Background: an optimization exercise with open tools, aiming at small area. Do not read the settings as production practice. Only simulation tests tie the RTL to the original design; equivalence was not proved. Power and IR drop assume default switching activity.

--- design/flow/config.mk ---
export PLATFORM = sky130hd
export DESIGN_NAME = PanelDisplay
export DESIGN_NICKNAME = PanelDisplay
export VERILOG_FILES = /design/flow/design.v
export SDC_FILE = /design/flow/constraint.sdc
export NUM_CORES = 4
export LEC_CHECK = 0
export CAP_MARGIN = 20
export CORE_MARGIN = 2
export CORE_UTILIZATION = 40
export CTS_BUF_LIST = sky130_fd_sc_hd__clkbuf_4
export CTS_CLUSTER_SIZE = 40
export SLEW_MARGIN = 20
--- design/flow/constraint.sdc ---
create_clock -name core_clock -period 10.0 [get_ports {clk}]
set_input_delay 2.0000 -clock core_clock [delete_from_list [all_inputs] [get_ports {clk}]]
set_output_delay 2.0000 -clock core_clock [all_outputs]
set_load 0.01 [all_outputs]
--- design/flow/design.v ---
module PanelDisplay (
input logic clk,
input logic rst,
input logic button_up,
input logic button_dn,
input logic button_r,
input logic button_l,
input logic switch,
output logic [5:0] P1_Score,
output logic [5:0] P2_Score,
output logic hsync,
output logic vsync,
output logic move_enable,
output logic [3:0] red,
output logic [3:0] green,
output logic [3:0] blue);
function automatic [7:0] radd(input [7:0] x, input [7:0] y, input ci);
  reg c; integer i;
  begin
    c = ci;
    for (i = 0; i < 8; i = i + 1) begin
      radd[i] = x[i] ^ y[i] ^ c;
      c = (x[i] & y[i]) | (c & (x[i] ^ y[i]));
    end
  end
endfunction
function automatic [7:0] incdec(input [7:0] x, input en, input dn);
  reg c; integer i;
  begin
    c = en;
    for (i = 0; i < 8; i = i + 1) begin
      incdec[i] = x[i] ^ c;
      c = c & (x[i] ^ dn);
    end
  end
endfunction
reg [4:0] L;    
reg [6:0] A;    
reg [3:0] U;    
reg [6:0] T;    
wire [3:0] B = L[4:1];
wire Lend = L[4] & L[1] & L[0];             
wire hend = A[6] & A[5] & A[3] & L[0];      
wire Uend = U[3] & U[0];                    
wire vend = T[6] & T[1] & U[2] & U[1];      
always_ff @(posedge clk) begin
  L <= rst ? 5'd1 : (Lend | hend) ? 5'd0 : incdec({3'd0, L}, 1'b1, 1'b0);
  A <= (rst | hend) ? 7'd0 : incdec({1'b0, A}, Lend, 1'b0);
  U <= (rst | (hend & (Uend | vend))) ? 4'd0 : incdec({4'd0, U}, hend, 1'b0);
  T <= (rst | (hend & vend)) ? 7'd0 : incdec({1'b0, T}, hend & Uend, 1'b0);
end
assign hsync = ~(A[6] & (A[5] | (A[4] & A[3] & A[2])));      
assign vsync = ~(T[6] & T[1]);                               
assign move_enable = T[6] & T[1] & (U[2:0] == 3'd0) & (A == 7'd0) & (L == 5'd1);
wire mv = move_enable & switch;
reg cu1, cd1, cu2, cd2;
always_ff @(posedge clk)
  if (hend) {cu1, cd1, cu2, cd2} <= {button_up, button_l, button_r, button_dn};
reg [5:0] a;  reg hb;      
reg [4:0] s;  reg hv;      
reg move_r, move_u;
reg [4:0] t1; reg u18, u19;    
reg [4:0] t2; reg v28, v27;    
reg [5:0] counter1, counter2;
assign P1_Score = counter1;
assign P2_Score = counter2;
wire sel = T[6];
wire [4:0] Tin = sel ? s : T[4:0];
wire [3:0] Uin = sel ? {hv, 1'b0, ~hv, ~hv} : U;
wire lt7 = ~Uin[3] & ~(Uin[2] & Uin[1] & Uin[0]);
wire lt8 = ~Uin[3];
wire lt9 = ~(Uin[3] & Uin[0]);
wire eq8 = Uin[3] & ~Uin[0];
wire c1 = u18 ? lt8 : u19 ? lt9 : lt7;
wire c2 = v28 ? lt8 : v27 ? lt7 : 1'b0;
wire [7:0] d1x = radd({3'd0, Tin}, {3'd0, ~t1}, ~c1);
wire [4:0] d1 = d1x[4:0];
wire [7:0] d2x = radd({3'd0, Tin}, {3'd0, ~t2}, ~c2);
wire [4:0] d2 = d2x[4:0];
wire in1 = d1 <= 5'd8;
wire in2 = d2 <= 5'd8;
wire hit1 = in1 | (d1 >= 5'd30) | (d1 == 5'd9 & eq8 & u18);
wire hit2 = in2 | (d2 >= 5'd30) | (d2 == 5'd9 & eq8 & v28);
wire coll = move_r ? (a == 6'd62 & hb) : (a == 6'd26 & ~hb);
wire hit  = move_r ? hit2 : hit1;
wire miss = coll & ~hit;
wire wall = ~coll & (move_u ? (s == 5'd18 & ~hv) : (s == 5'd11 & hv));
wire hstep = mv | (coll & hit);
wire hplus = move_r ^ coll;
wire vstep = mv | wall;
wire vplus = ~(move_u ^ wall);
always_ff @(posedge clk) begin
  if (rst | miss) begin
    a <= 6'd45; hb <= 1'b0; s <= 5'd31; hv <= 1'b0;
  end else begin
    if (hstep) begin
      hb <= ~hb;
      a <= incdec({2'd0, a}, hb == hplus, ~hplus);
    end
    if (vstep) begin
      hv <= ~hv;
      s <= incdec({3'd0, s}, hv == vplus, ~vplus);
    end
  end
  if (rst) begin
    move_r <= 1'b0; move_u <= 1'b1;
  end else begin
    if (coll & hit) move_r <= ~move_r;
    if (wall) move_u <= ~move_u;
  end
  if (rst) counter1 <= 6'd0;
  else counter1 <= incdec({2'd0, counter1}, miss & move_r, 1'b0);
  if (rst) counter2 <= 6'd0;
  else counter2 <= incdec({2'd0, counter2}, miss & ~move_r, 1'b0);
end
wire lo1 = (t1 == 5'd17) | (t1 == 5'd18 & ~u19);         
wire hi1 = (t1 == 5'd5) | (t1 == 5'd4 & (u18 | u19));    
always_ff @(posedge clk) begin
  if (rst) begin
    t1 <= 5'd27; u18 <= 1'b1; u19 <= 1'b0;            
  end else if ((button_up ^ button_l) & mv) begin
    if (~lo1 & ~hi1) begin
      t1 <= incdec({3'd0, t1}, cu1 | cd1, ~cu1);
    end else if (lo1 & cu1) begin
      t1 <= 5'd21; u18 <= 1'b0; u19 <= 1'b1;           
    end else if (hi1 & cd1) begin
      t1 <= 5'd4; u18 <= 1'b0; u19 <= 1'b0;            
    end
  end
end
wire lo2 = (t2 == 5'd18);                                
wire hi2 = (t2 == 5'd5) | (t2 == 5'd4 & v28);            
always_ff @(posedge clk) begin
  if (rst) begin
    t2 <= 5'd27; v28 <= 1'b1; v27 <= 1'b0;            
  end else if ((button_dn ^ button_r) & mv) begin
    if (~lo2 & ~hi2) begin
      t2 <= incdec({3'd0, t2}, cu2 | cd2, ~cu2);
    end else if (lo2 & cu2) begin
      t2 <= 5'd19; v28 <= 1'b0; v27 <= 1'b0;           
    end else if (hi2 & cd2) begin
      t2 <= 5'd4; v28 <= 1'b0; v27 <= 1'b1;            
    end
  end
end
wire rowm = ~T[6] & (T[5] ^ T[4]);                       
wire ch  = hb | (~B[3] & ~(B[2] & (B[1] | B[0])));       
wire [7:0] dhx = radd({1'b0, A}, {2'b11, ~a}, ~ch);
wire [6:0] dh = dhx[6:0];
wire cv  = hv ? ~U[3] : (~U[3] & ~U[2] & ~(U[1] & U[0]));  
wire [7:0] dvx = radd({3'd0, T[4:0]}, {3'd0, ~s}, ~cv);
wire [4:0] dv = dvx[4:0];
wire ball = (dh[6:1] == 6'd0) & (dv[4:1] == 4'd0) & rowm;
wire a26 = (A == 7'd26) & (B >= 4'd5);
wire pc1 = a26 | (A == 7'd27);                                   
wire pc2 = ((A == 7'd64) & (B == 4'd9)) | (A == 7'd65) | ((A == 7'd66) & (B <= 4'd3));  
wire cb  = a26 | ((A >= 7'd27) & (A <= 7'd65)) | ((A == 7'd66) & (B <= 4'd4));          
wire rb  = ((T == 7'd17) & (U >= 4'd3)) | ((T == 7'd18) & (U <= 4'd7)) | ((T == 7'd45) & (U >= 4'd8))
         | (T == 7'd46) | ((T == 7'd47) & (U <= 4'd2));
wire pix = ball | (rb & cb) | (rowm & ((pc1 & in1) | (pc2 & in2)));
assign red = {4{pix}};
assign green = {4{pix}};
assign blue = {4{pix}};
endmodule
--- design/flow/run.sh ---
#!/bin/bash
# synth_recipe.tcl (not shown) runs the flow's synth.tcl, then flattens the netlist and writes it again
# the make line also repeats each setting of config.mk as NAME=value (left out here)
make -C /OpenROAD-flow-scripts/flow DESIGN_CONFIG=/design/flow/config.mk WORK_HOME=/design/flow/orfs CLKGATE_MAP_FILE= SYNTH_SCRIPT=/design/flow/synth_recipe.tcl finish
==> reports/qor.yml, run 1 <==
sta:
  fin_worst_skew_ps: 15.6
  fin_crit_ps: 7180
  drv_slew: 0
  tightest_slew_ps: 966
  timing.max_slew.rel_slack_pct: 34.7
  highest_achievable_clock_rate_mhz: 139
  final-hold-violation-count: 0
  finalHoldWorstSlack_ps: 485
  final.period_utilization_pct: 71.8
  finalSetupViolations: 0
  grt_setup_unrepaired: "false"
  finalWorstSetupSlack_ps: 2820
  final.setup.tns_ps: 0
synth:
  postSynth.topFlopCell: "sky130_fd_sc_hd__dfxtp_1"
  syn_nets: 592
  yosysSeqAreaShare_pct: 29.6
  syn_area_per_cell_um2: 8.84
  syn-cell-area_um2: 4740
  ys_warn_count: 1
  async_reset_ff_share_pct: 0
  synth_enable_flop_cells: 4
  ffs_latches_synth: 68
  synth.distinct_cells: 74
  synth_cells: 536
critical_path:
  worst_setup_path_end_kind: "output pin"
  r2r-start: "T[6]$_SDFF_PP0_"
  required_ps: 8000
  highest_fanout_seen_on_the_critical_path: 20
  worst_setup_slack_for_register_to_register_paths_ps: 4990
  worst_setup_path_startpoint: "T[6]$_SDFF_PP0_"
  critical_path_class: "reg -> out"
  worst_ep_arrival_time_ps: 5180
  reg2reg_depth: 19
  critPathCapture: "red[3]"
  cp-start-kind: "register"
  regToRegEndpoint: "counter2[4]$_SDFF_PP0_"
place:
  gp_routability_congestion: 0.893
  hpwl_um: 8640
  place_ws_ps: 3340
  dp_cells: 674
  port_buffers: 33
layout:
  sequential_cell_area_um2: 1400
  final.fill_count: 1119
  diode_insertion_count_for_antenna_repair: 0
  finish.cell_count_without_fillers: 689
  area.growth.synth_to_final_pct: 9.19
  fin_nets: 598
  final_layout_size_suffix_gt1_share_pct: 4.40
  multi_input_comb_area_um2: 3010
floorplanning:
  initial_utilization_pct: 41.3
  io-pin-count: 34
  die_height_um: 113
  coreArea_um2: 11500
  die_width_um: 113
  placement_rows: 39
  die_area_um2: 12700
detailed_routing:
  drt_first_pass_iters: 5
  initial_drt_markers: 218
  average_vias_per_placed_instance: 5.78
  number_of_design_rule_violations_left_after_detail_routing: 0
  drt-total-wl_um: 11500
  final_antenna_net_count: 0
  wl_per_cell_um: 16.7
  vias: 3984
global_route:
  grt_overflow: 0
  global_route.usage.total_pct: 19.1
  grt_pass1_wl_um: 19300
  pin_count_of_the_biggest_net_entering_global_routing: 37
  antenna_found_initial: 0
  via_count_of_the_first_global_routing_pass: 3818
clock_tree:
  ctsLongestPathBuffers: 2
  postCtsSetupRepairBufs: 0
  clk_pin_slew_ps: 120
  cts-hold-fix-buffers: 0
  cts-root-buf: "sky130_fd_sc_hd__clkbuf_4"
  post_cts_resized: 0
  tritoncts: "done"
  cts_max_level: 3
  cts.sink_count: 68
  clock_insertion_delay_worst_skew_ps: 470
  inserted_clock_buffers: 9
pwr:
  cellPowerDensity_nw_per_um2: 91.5
  worst_vdd_drop_uv: 53.7
  power.static_leakage_nw: 2.01
outcome:
  status: "complete, no violations"
run:
  max_cap_viol_count: 0
min_path:
  min_delay_worst_type: "reg -> reg"
==> final cells by class <==
class                   count  share of cell area, %
clock inverters             4                  0.822
repair buffers             34                   6.53
multi-input cells         397                   58.2
well taps                 143                   3.46
flip-flops and latches     68                   27.1
inverters                  32                   2.32
clock buffers              11                   1.60
==> power breakdown <==
part	switching, mW	internal, mW
clock network	0.101	0.0785
registers	0.00214	0.275
logic	0.0110	0.00657
total	0.114	0.360
==> cell families (layout without fill, tap and decap cells) <==
family / after synthesis / after routing / synth area share, %
AO/OA/AOI/OAI: 114 / 114 / 17.1
XOR/XNOR: 23 / 23 / 4.25
adder cells (fa/ha/maj): 49 / 49 / 15.5
buffers and inverters: 71 / 81 / 6.89
flip-flops: 68 / 68 / 29.6
multiplexers: 5 / 5 / 1.06
AND/OR/NAND/NOR: 206 / 206 / 25.7
==> synth_stat cells, drive strengths merged (4+ instances only) <==
library cell  instances  area share (%)
a211o                 4            0.74
a211oi                6            0.95
a21o                  6            0.95
a21oi                18             1.9
a31oi                 4            0.53
and2                 22             2.9
and3                  8             1.1
and4b                 4            0.85
buf                  20             2.9
clkbuf               19             1.5
dfxtp                64              27
edfxtp                4             2.5
fa                   16             6.8
ha                   33             8.7
inv                  32             2.5
mux2i                 5             1.1
nand2                32             2.5
nand2b                6            0.79
nand3                18             1.9
nand4                10             1.3
nand4b                7             1.3
nor2                 25             2.0
nor2b                14             1.8
nor3                 13             1.4
nor3b                 5            0.79
nor4                  8             1.2
nor4b                 5            0.92
o2111ai               7             1.3
o21ai                31             3.3
o31ai                 6             1.1
or3                   8             1.1
or3b                  4            0.74
xnor2                11             2.0
xor2                 12             2.2
==> how the worst min path moves through the flow <==
| stage | endpoint | from | cells after the start | slack [ps] |
|---|---|---|---|---|
| 6_report | L[0]$_SDFF_PP1_ | L[0]$_SDFF_PP1_ | 1 | 480 |
| 3_5_place_dp | L[0]$_SDFF_PP1_ | L[0]$_SDFF_PP1_ | 1 | 450 |
| 4_1_cts | L[0]$_SDFF_PP1_ | L[0]$_SDFF_PP1_ | 1 | 480 |
| 2_1_floorplan | L[0]$_SDFF_PP1_ | L[0]$_SDFF_PP1_ | 1 | 390 |
| 3_3_place_gp | L[0]$_SDFF_PP1_ | L[0]$_SDFF_PP1_ | 1 | 440 |
| 5_1_grt | L[0]$_SDFF_PP1_ | L[0]$_SDFF_PP1_ | 1 | 500 |
==> state kept, by name, summed over array words and instances (netlist names), 4 cells and up <==
name and flops:
A 7, L 5, T 7, U 4
a 6, counter1 6, counter2 6, s 5
t1 5, t2 5
==> cells in the final DEF (no fill, tap or decap), types with 16 or more instances in the layout <==
cell	n
sky130_fd_sc_hd__dfxtp_1	64
sky130_fd_sc_hd__ha_1	33
sky130_fd_sc_hd__clkdlybuf4s50_1	33
sky130_fd_sc_hd__nand2_1	32
sky130_fd_sc_hd__inv_1	30
sky130_fd_sc_hd__o21ai_0	25
sky130_fd_sc_hd__nor2_1	25
sky130_fd_sc_hd__and2_1	22
sky130_fd_sc_hd__nand3_1	18
sky130_fd_sc_hd__a21oi_1	18
sky130_fd_sc_hd__fa_1	16
==> metal layers <==
metal	GRT usage (%)	vias to the layer above	wire (um)
met4	8.13	0	281
met1	26.4	1881	5460
met3	4.39	21	673
met2	28.8	127	5070
met5	0	-	0
li1	-	1955	-
==> through the flow <==
step / instance area (um^2) / total power [mW] / utilization, %
after floorplan: 4740 / 0.293 / -
after CTS: 5170 / 0.479 / 45.1
after global routing: 5170 / 0.496 / 45.1
final: 5170 / 0.473 / 45.1
after global placement: 5050 / 0.300 / 44.0
after detailed placement: 5050 / 0.301 / 44.0
==> critical path, cell delays in order, from the launching register on <==
cell and delay, ps:
sky130_fd_sc_hd__dfxtp_1 760, sky130_fd_sc_hd__nand4b_1 230, sky130_fd_sc_hd__a21oi_1 80, sky130_fd_sc_hd__a211oi_1 240, sky130_fd_sc_hd__fa_1 220, sky130_fd_sc_hd__inv_1 50
sky130_fd_sc_hd__fa_1 380, sky130_fd_sc_hd__fa_1 390, sky130_fd_sc_hd__fa_1 380, sky130_fd_sc_hd__xnor2_1 150, sky130_fd_sc_hd__xnor2_1 180, sky130_fd_sc_hd__a221o_1 300
sky130_fd_sc_hd__a311o_1 270, sky130_fd_sc_hd__o21ai_1 390, sky130_fd_sc_hd__clkdlybuf4s50_1 680
==> run 2, diff against run 1 <==
==> design/flow/flow/run.sh (new file) <==
#!/bin/bash
# Standard ORFS flow; only the port buffers use the smallest buffer cell.
cp standard.sh standard_sh_copy.log
export BUFFER_PORTS_ARGS="-buffer_cell sky130_fd_sc_hd__buf_1"
bash standard.sh > standard.log 2>&1
==> design/flow/standard.sh (new file) <==
#!/bin/bash
# synth_recipe.tcl (not shown) runs the flow's synth.tcl, then flattens the netlist and writes it again
# the make line also repeats each setting of config.mk as NAME=value (left out here)
make -C /OpenROAD-flow-scripts/flow DESIGN_CONFIG=/design/flow/config.mk WORK_HOME=/design/flow/orfs CLKGATE_MAP_FILE= SYNTH_SCRIPT=/design/flow/synth_recipe.tcl "${@:-finish}"
removed: design/flow/run.sh
==> reports/qor.yml, run 2 <==
synth:
  synthTopCellsByCount: "sky130_fd_sc_hd__dfxtp_1, sky130_fd_sc_hd__ha_1, sky130_fd_sc_hd__nand2_1"
  yosysSeqAreaShare_pct: 29.6  # unchanged
  postSynth.topFlopCell: "sky130_fd_sc_hd__dfxtp_1"
  post_synth_main_area_contributors: "sky130_fd_sc_hd__dfxtp_1, sky130_fd_sc_hd__ha_1, sky130_fd_sc_hd__fa_1, sky130_fd_sc_hd__and2_1, sky130_fd_sc_hd__o21ai_0"
  async_reset_ff_share_pct: 0  # unchanged
  synth_top_family_by_area: "simple AND/OR/NAND/NOR gates"
  syn-cell-area_um2: 4740  # unchanged
  synth_cells: 536  # unchanged
  yosys.area_share.adder_pct: 15.5  # unchanged
  post_synth_and_or_nand_nor_area_fraction_pct: 25.7  # unchanged
  synth.distinct_cells: 74  # unchanged
  synth_xor_xnor_area_share_pct: 4.25  # unchanged
  post-synth-top-count-cell: "sky130_fd_sc_hd__dfxtp_1"
  synth_compound_gate_area_share_pct: 17.1  # unchanged
  synth_top_area_cell: "sky130_fd_sc_hd__dfxtp_1"
  ys_warn_count: 1  # unchanged
  synth_top_area_share_pct: 27.0  # unchanged
  muxShareOfSynthArea_pct: 1.06  # unchanged
  syn_area_per_cell_um2: 8.84  # unchanged
  syn_nets: 592  # unchanged
  synth_enable_flop_cells: 4  # unchanged
  ffs_latches_synth: 68  # unchanged
sta:
  final-hold-violation-count: 0  # unchanged
  timing.max_slew.rel_slack_pct: 30.5  # -4.2 points
  drv_slew: 0  # unchanged
  final.setup.tns_ps: 0  # unchanged
  final.period_utilization_pct: 66.9  # -5.0 points
  fin_crit_ps: 6690  # -496 ps
  grt_setup_unrepaired: "false"
  highest_achievable_clock_rate_mhz: 150  # +7.4%
  fin_worst_skew_ps: 12.7  # -2.89 ps
  finalSetupViolations: 0  # unchanged
  tightest_slew_ps: 1030  # +61.6 ps
clock_tree:
  clock_insertion_delay_worst_skew_ps: 440  # -30 ps
  cts-hold-fix-buffers: 0  # unchanged
  postCtsSetupRepairBufs: 0  # unchanged
  inserted_clock_buffers: 9  # unchanged
  ctsLongestPathBuffers: 2  # unchanged
  cts_max_level: 3  # unchanged
  tritoncts: "done"
  clk_pin_slew_ps: 110  # about the same
  cts-root-buf: "sky130_fd_sc_hd__clkbuf_4"
  post_cts_resized: 0  # unchanged
  cts.sink_count: 68  # unchanged
detailed_routing:
  drt_first_pass_iters: 5  # unchanged
  initial_drt_markers: 298  # +37%
  wl_per_cell_um: 16.5  # -0.81%
  drt-total-wl_um: 11400  # -0.96%
  final_antenna_net_count: 0  # unchanged
  vias: 3985  # +0.025%
  number_of_design_rule_violations_left_after_detail_routing: 0  # unchanged
  average_vias_per_placed_instance: 5.79  # +0.17%
global_route:
  antenna_found_initial: 0  # unchanged
  grt_pass1_wl_um: 18900  # -2.0%
  global_route.usage.total_pct: 18.7  # -0.46 points
  via_count_of_the_first_global_routing_pass: 3770  # -1.3%
  pin_count_of_the_biggest_net_entering_global_routing: 37  # unchanged
  grt_overflow: 0  # unchanged
critical_path:
  worst_setup_path_end_kind: "output pin"
  reg2reg_depth: 17  # -2
  highest_fanout_seen_on_the_critical_path: 20  # unchanged
  worst_ep_arrival_time_ps: 4690  # -490 ps
  worst_setup_slack_for_register_to_register_paths_ps: 4950  # -40 ps
  cp-start-kind: "register"
  critical_path_class: "reg -> out"
  regToRegEndpoint: "counter2[4]$_SDFF_PP0_"
  r2r-start: "T[6]$_SDFF_PP0_"
  required_ps: 8000  # about the same
layout:
  final.fill_count: 1147  # +2.5%
  final_design_area_excluding_fillers_um2: 4960  # -4.1%
  largest_registers: "A (7), T (7)"
  layout.cells.most_common: "sky130_fd_sc_hd__dfxtp_1"
  finish.cell_count_without_fillers: 688  # -0.15%
  final_layout_size_suffix_gt1_share_pct: 4.40  # +0.0081 points
  fin_nets: 597  # -0.17%
  diode_insertion_count_for_antenna_repair: 0  # unchanged
  area.growth.synth_to_final_pct: 4.70
  final_cell_mix: "sky130_fd_sc_hd__dfxtp_1, sky130_fd_sc_hd__ha_1, sky130_fd_sc_hd__nand2_1, sky130_fd_sc_hd__buf_1, sky130_fd_sc_hd__inv_1"
min_path:
  hold-path-cell-count: 1  # unchanged
  timing.hold.worst.start: "L[0]$_SDFF_PP1_"
  min_delay_worst_type: "reg -> reg"
  min_to: "L[0]$_SDFF_PP1_"
place:
  hpwl_um: 8560  # -0.82%
  post_dp_cell_area_um2: 4840  # -4.2%
  port_buffers: 33  # unchanged
  gp_routability_congestion: 0.895  # +0.17%
  dp_cells: 673  # -0.15%
pwr:
  worst_vdd_drop_uv: 57.9  # +7.9%
  total_power_mw: 0.468  # -1.1%
  cellPowerDensity_nw_per_um2: 94.4  # +3.1%
  power.static_leakage_nw: 1.93  # -4.0%
floorplanning:
  die_area_um2: 12700  # unchanged
  die_width_um: 113  # unchanged
  placement_rows: 39  # unchanged
  io-pin-count: 34  # unchanged
  initial_utilization_pct: 41.3  # unchanged
  die_height_um: 113  # unchanged
  coreArea_um2: 11500  # unchanged
outcome:
  status: "complete, no violations"
run:
  max_cap_viol_count: 0  # unchanged
-- run 2: layer usage --
layer	GRT usage (%)	up-vias	wire, um
met5	0	-	0
met4	8.78	0	343
met3	4.23	25	572
met2	28.6	113	5000
met1	25.0	1899	5460
li1	-	1948	-
-- run 2: kinds of logic after synthesis --
kind of cell,Yosys count
flops,68
compound gates,114
mux,5
fa+ha+maj,49
xor+xnor,23
buf+inv,71
simple gates,206
-- run 2: power breakdown --
part	leakage (nW)	switching [mW]	internal, mW
clock	0.0718	0.0967	0.0786
sequential	0.553	0.00221	0.275
combinational	1.30	0.0111	0.00485
-- run 2: how the worst max path moves through the flow --
stage                          startpoint       end  slack [ps]  cells past startpoint
after floorplan           T[6]$_SDFF_PP0_   blue[0]        4130                     14
after global placement    T[6]$_SDFF_PP0_  green[0]        3950                     12
after detailed placement  T[6]$_SDFF_PP0_  green[3]        3840                     12
after CTS                 T[6]$_SDFF_PP0_  green[3]        3340                     12
after global routing      T[6]$_SDFF_PP0_   blue[0]        3010                     12
final                     T[6]$_SDFF_PP0_    red[2]        3310                     12
-- run 2: per-stage QoR --
| step | hold slack, ps | worst slack, ps | util [%] |
|---|---|---|---|
| floorplan | 395 | 4130 | - |
| global placement | 447 | 3950 | 42.2 |
| detailed placement | 460 | 3840 | 42.2 |
| CTS | 494 | 3340 | 43.3 |
| global route | 522 | 3010 | 43.3 |
| finish | 486 | 3310 | 43.3 |
-- run 2: layout make-up --
type / count / area [um^2] / area share [%]
Multi-Input combinational cell: 397 / 3010 / 60.7
Sequential cell: 68 / 1400 / 28.2
Tap cell: 143 / 179 / 3.61
Timing Repair Buffer: 33 / 125 / 2.52
Inverter: 32 / 120 / 2.42
Clock buffer: 11 / 82.6 / 1.66
Clock inverter: 4 / 42.5 / 0.858
-- run 2: critical path, stage by stage, from the launching register on --
cell and delay (ps):
sky130_fd_sc_hd__dfxtp_1 750, sky130_fd_sc_hd__mux2i_1 460, sky130_fd_sc_hd__fa_1 240, sky130_fd_sc_hd__inv_1 50, sky130_fd_sc_hd__fa_1 400, sky130_fd_sc_hd__fa_1 410, sky130_fd_sc_hd__fa_1 380, sky130_fd_sc_hd__xor2_1 160
sky130_fd_sc_hd__xnor2_1 330, sky130_fd_sc_hd__nand4b_1 150, sky130_fd_sc_hd__a311o_1 330, sky130_fd_sc_hd__o21ai_1 370, sky130_fd_sc_hd__buf_1 210
==> run 3, diff against run 2 <==
--- a/design/flow/config.mk
+++ b/design/flow/config.mk
@@ -9,5 +9,6 @@
 export CORE_MARGIN = 2
 export CORE_UTILIZATION = 40
-export CTS_BUF_LIST = sky130_fd_sc_hd__clkbuf_4
-export CTS_CLUSTER_SIZE = 40
+export CTS_BUF_LIST = sky130_fd_sc_hd__clkbuf_8
+export CTS_CLUSTER_DIAMETER = 500
+export CTS_CLUSTER_SIZE = 100
 export SLEW_MARGIN = 20
==> reports/qor.yml, run 3 <==
outcome:
  status: "complete, no violations"
floorplanning:
  initial_utilization_pct: 41.3  # unchanged
  io-pin-count: 34  # unchanged
  placement_rows: 39  # unchanged
  die_width_um: 113  # unchanged
  die_area_um2: 12700  # unchanged
  die_height_um: 113  # unchanged
  coreArea_um2: 11500  # unchanged
synth:
  synth_cells: 536  # unchanged
  async_reset_ff_share_pct: 0  # unchanged
  syn-cell-area_um2: 4740  # unchanged
  yosysSeqAreaShare_pct: 29.6  # unchanged
  syn_nets: 592  # unchanged
  ys_warn_count: 1  # unchanged
  synth.distinct_cells: 74  # unchanged
  ffs_latches_synth: 68  # unchanged
  post_synth_main_area_contributors: "sky130_fd_sc_hd__dfxtp_1, sky130_fd_sc_hd__ha_1, sky130_fd_sc_hd__fa_1, sky130_fd_sc_hd__and2_1, sky130_fd_sc_hd__o21ai_0"
  syn_area_per_cell_um2: 8.84  # unchanged
  post-synth-top-count-cell: "sky130_fd_sc_hd__dfxtp_1"
  postSynth.topFlopCell: "sky130_fd_sc_hd__dfxtp_1"
  synth_top_area_cell: "sky130_fd_sc_hd__dfxtp_1"
  synth_enable_flop_cells: 4  # unchanged
  synthTopCellsByCount: "sky130_fd_sc_hd__dfxtp_1, sky130_fd_sc_hd__ha_1, sky130_fd_sc_hd__nand2_1"
  synth_top_area_share_pct: 27.0  # unchanged
clock_tree:
  clk_pin_slew_ps: 80  # -30 ps
  ctsLongestPathBuffers: 2  # unchanged
  tritoncts: "done"
  cts-root-buf: "sky130_fd_sc_hd__clkbuf_8"
  cts_max_level: 3  # unchanged
  cts.sink_count: 68  # unchanged
  postCtsSetupRepairBufs: 0  # unchanged
  inserted_clock_buffers: 9  # unchanged
  post_cts_resized: 0  # unchanged
  cts-hold-fix-buffers: 0  # unchanged
  clock_insertion_delay_worst_skew_ps: 370  # -70 ps
sta:
  highest_achievable_clock_rate_mhz: 152  # +1.5%
  fin_worst_skew_ps: 9.34  # -3.37 ps
  final.setup.tns_ps: 0  # unchanged
  tightest_slew_ps: 1000  # -27.1 ps
  grt_setup_unrepaired: "false"
  final-hold-violation-count: 0  # unchanged
  fin_crit_ps: 6590  # -96.8 ps
  timing.max_slew.rel_slack_pct: 32.4  # +1.8 points
  finalWorstSetupSlack_ps: 3410  # +96.8 ps
  drv_slew: 0  # unchanged
  final.period_utilization_pct: 65.9  # -0.97 points
  finalSetupViolations: 0  # unchanged
critical_path:
  critical_path_class: "reg -> out"
  cp-start-kind: "register"
  worst_setup_path_end_kind: "output pin"
  highest_fanout_seen_on_the_critical_path: 20  # unchanged
  cp_cell_sequence: "mux2i_1, fa_1, inv_1, fa_1, fa_1, fa_1, xor2_1, xnor2_1, nand4b_1, a311o_1, o21ai_1, buf_1"
  crit_path_frequent_cell: "sky130_fd_sc_hd__fa_1"
  critical_path.slowest_cell: "sky130_fd_sc_hd__dfxtp_1"
  crit_buf_inv: 2  # unchanged
  worst_ep_arrival_time_ps: 4590  # -100 ps
  required_ps: 8000  # about the same
  critical-path-top-delay-family: "adder cells"
  max_stage_delay_ps: 730  # -20 ps
layout:
  diode_insertion_count_for_antenna_repair: 0  # unchanged
  multi_input_comb_area_um2: 3010  # unchanged
  largest_registers: "A (7), T (7)"
  layout.cells.most_common: "sky130_fd_sc_hd__dfxtp_1"
  sequential_cell_area_um2: 1400  # unchanged
  finish.cell_count_without_fillers: 688  # unchanged
  final_design_area_excluding_fillers_um2: 5030  # +1.4%
  final_cell_mix: "sky130_fd_sc_hd__dfxtp_1, sky130_fd_sc_hd__ha_1, sky130_fd_sc_hd__inv_1, sky130_fd_sc_hd__nand2_1, sky130_fd_sc_hd__buf_1"
  area.growth.synth_to_final_pct: 6.15
  fin_nets: 597  # unchanged
  final.fill_count: 1136  # -0.96%
  final_layout_size_suffix_gt1_share_pct: 4.40  # unchanged
global_route:
  antenna_found_initial: 0  # unchanged
  grt_pass1_wl_um: 18800  # -0.36%
  grt_overflow: 0  # unchanged
  global_route.usage.total_pct: 18.7  # +0.057 points
  pin_count_of_the_biggest_net_entering_global_routing: 37  # unchanged
  via_count_of_the_first_global_routing_pass: 3769  # -0.027%
place:
  place_ws_ps: 3840  # unchanged
  dp_cells: 673  # unchanged
  hpwl_um: 8560  # unchanged
  port_buffers: 33  # unchanged
  gp_routability_congestion: 0.895  # unchanged
  post_dp_cell_area_um2: 4840  # unchanged
detailed_routing:
  drt_first_pass_iters: 4  # -1
  drt-total-wl_um: 11300  # -0.30%
  vias: 3960  # -0.63%
  average_vias_per_placed_instance: 5.76  # -0.63%
  final_antenna_net_count: 0  # unchanged
  number_of_design_rule_violations_left_after_detail_routing: 0  # unchanged
  initial_drt_markers: 284  # -4.7%
  wl_per_cell_um: 16.5  # -0.30%
pwr:
  cellPowerDensity_nw_per_um2: 104  # +9.9%
  worst_vdd_drop_uv: 51.3  # -11%
  power.static_leakage_nw: 1.97  # +1.9%
min_path:
  min_delay_worst_type: "reg -> reg"
run:
  max_cap_viol_count: 0  # unchanged
run 3: logic make-up (layout without fill, tap and decap cells):
kind of cell / count (synthesis) / after routing / synth area share (%)
and+or+nand+nor: 206 / 206 / 25.7
DFF: 68 / 68 / 29.6
adders and majority gates: 49 / 49 / 15.5
AOI/OAI and AO/OA: 114 / 114 / 17.1
buffers and inverters: 71 / 80 / 6.89
xor gates and xnor gates: 23 / 23 / 4.25
muxes: 5 / 5 / 1.06
run 3: layout make-up:
class / count / area share, %
well taps: 143 / 3.56
flip-flops and latches: 68 / 27.9
inverters: 32 / 2.39
clock buffers: 11 / 3.01
multi-input cells: 397 / 59.9
repair buffers: 33 / 2.49
clock inverters: 4 / 0.846
run 3: per-stage QoR:
| step | power [mW] | hold WS [ps] | util (%) |
|---|---|---|---|
| final | 0.522 | 479 | 43.9 |
| after global routing | 0.541 | 512 | 43.9 |
| after CTS | 0.529 | 485 | 43.9 |
| after detailed placement | 0.299 | 460 | 42.2 |
| after global placement | 0.299 | 447 | 42.2 |
| after floorplan | 0.293 | 395 | - |
run 3: per-layer routing:
metal	vias to the layer above	wire [um]	GRT usage (%)
li1	1944	-	-
met5	-	0	0
met4	0	393	11.3
met1	1879	5360	24.9
met3	24	637	3.05
met2	113	4950	28.6
run 3: path summary, 6_finish.rpt:
check / start / endpoint / slack (ps) / cells past startpoint
max reg2reg: T[6]$_SDFF_PP0_ / counter2[4]$_SDFF_PP0_ / 4950 / 17
max: T[6]$_SDFF_PP0_ / green[3] / 3410 / 12
min reg2reg: L[0]$_SDFF_PP1_ / L[0]$_SDFF_PP1_ / 480 / 1
min: L[0]$_SDFF_PP1_ / L[0]$_SDFF_PP1_ / 480 / 1
run 3: power breakdown:
part,total [mW],switching [mW],internal (mW)
logic,0.0159,0.0111,0.00485
clock network,0.229,0.104,0.125
registers,0.277,0.00228,0.275

static timing again, ports no longer ideal:
No port has a modelled driver above. Below, the same layouts with a new extraction and two added sets of constraints. Step 1 sets driving cells, clkbuf_16 on the clock port and buf_2 on the other inputs (assumed; they add their load-dependent delay and slew). Step 2 moves the port delays by t, midway between the first and last clock arrival at a register: inputs arrive t later, outputs are due t later. That takes back most of the time a late clock gives input paths. Three values: ideal, step 1, step 2; two values: the first two.
run	shift t [ns]	setup slack, ns	hold slack, ns	clock arrival spread, ns
run 1	0.492	2.817 / 2.786 / 3.278	0.485 / 0.485 / 0.485	0.016 / 0.016
run 2	0.471	3.313 / 3.280 / 3.751	0.486 / 0.486 / 0.486	0.012 / 0.012
run 3	0.400	3.410 / 3.375 / 3.774	0.479 / 0.479 / 0.479	0.010 / 0.009
After both steps every run listed still meets setup and hold.
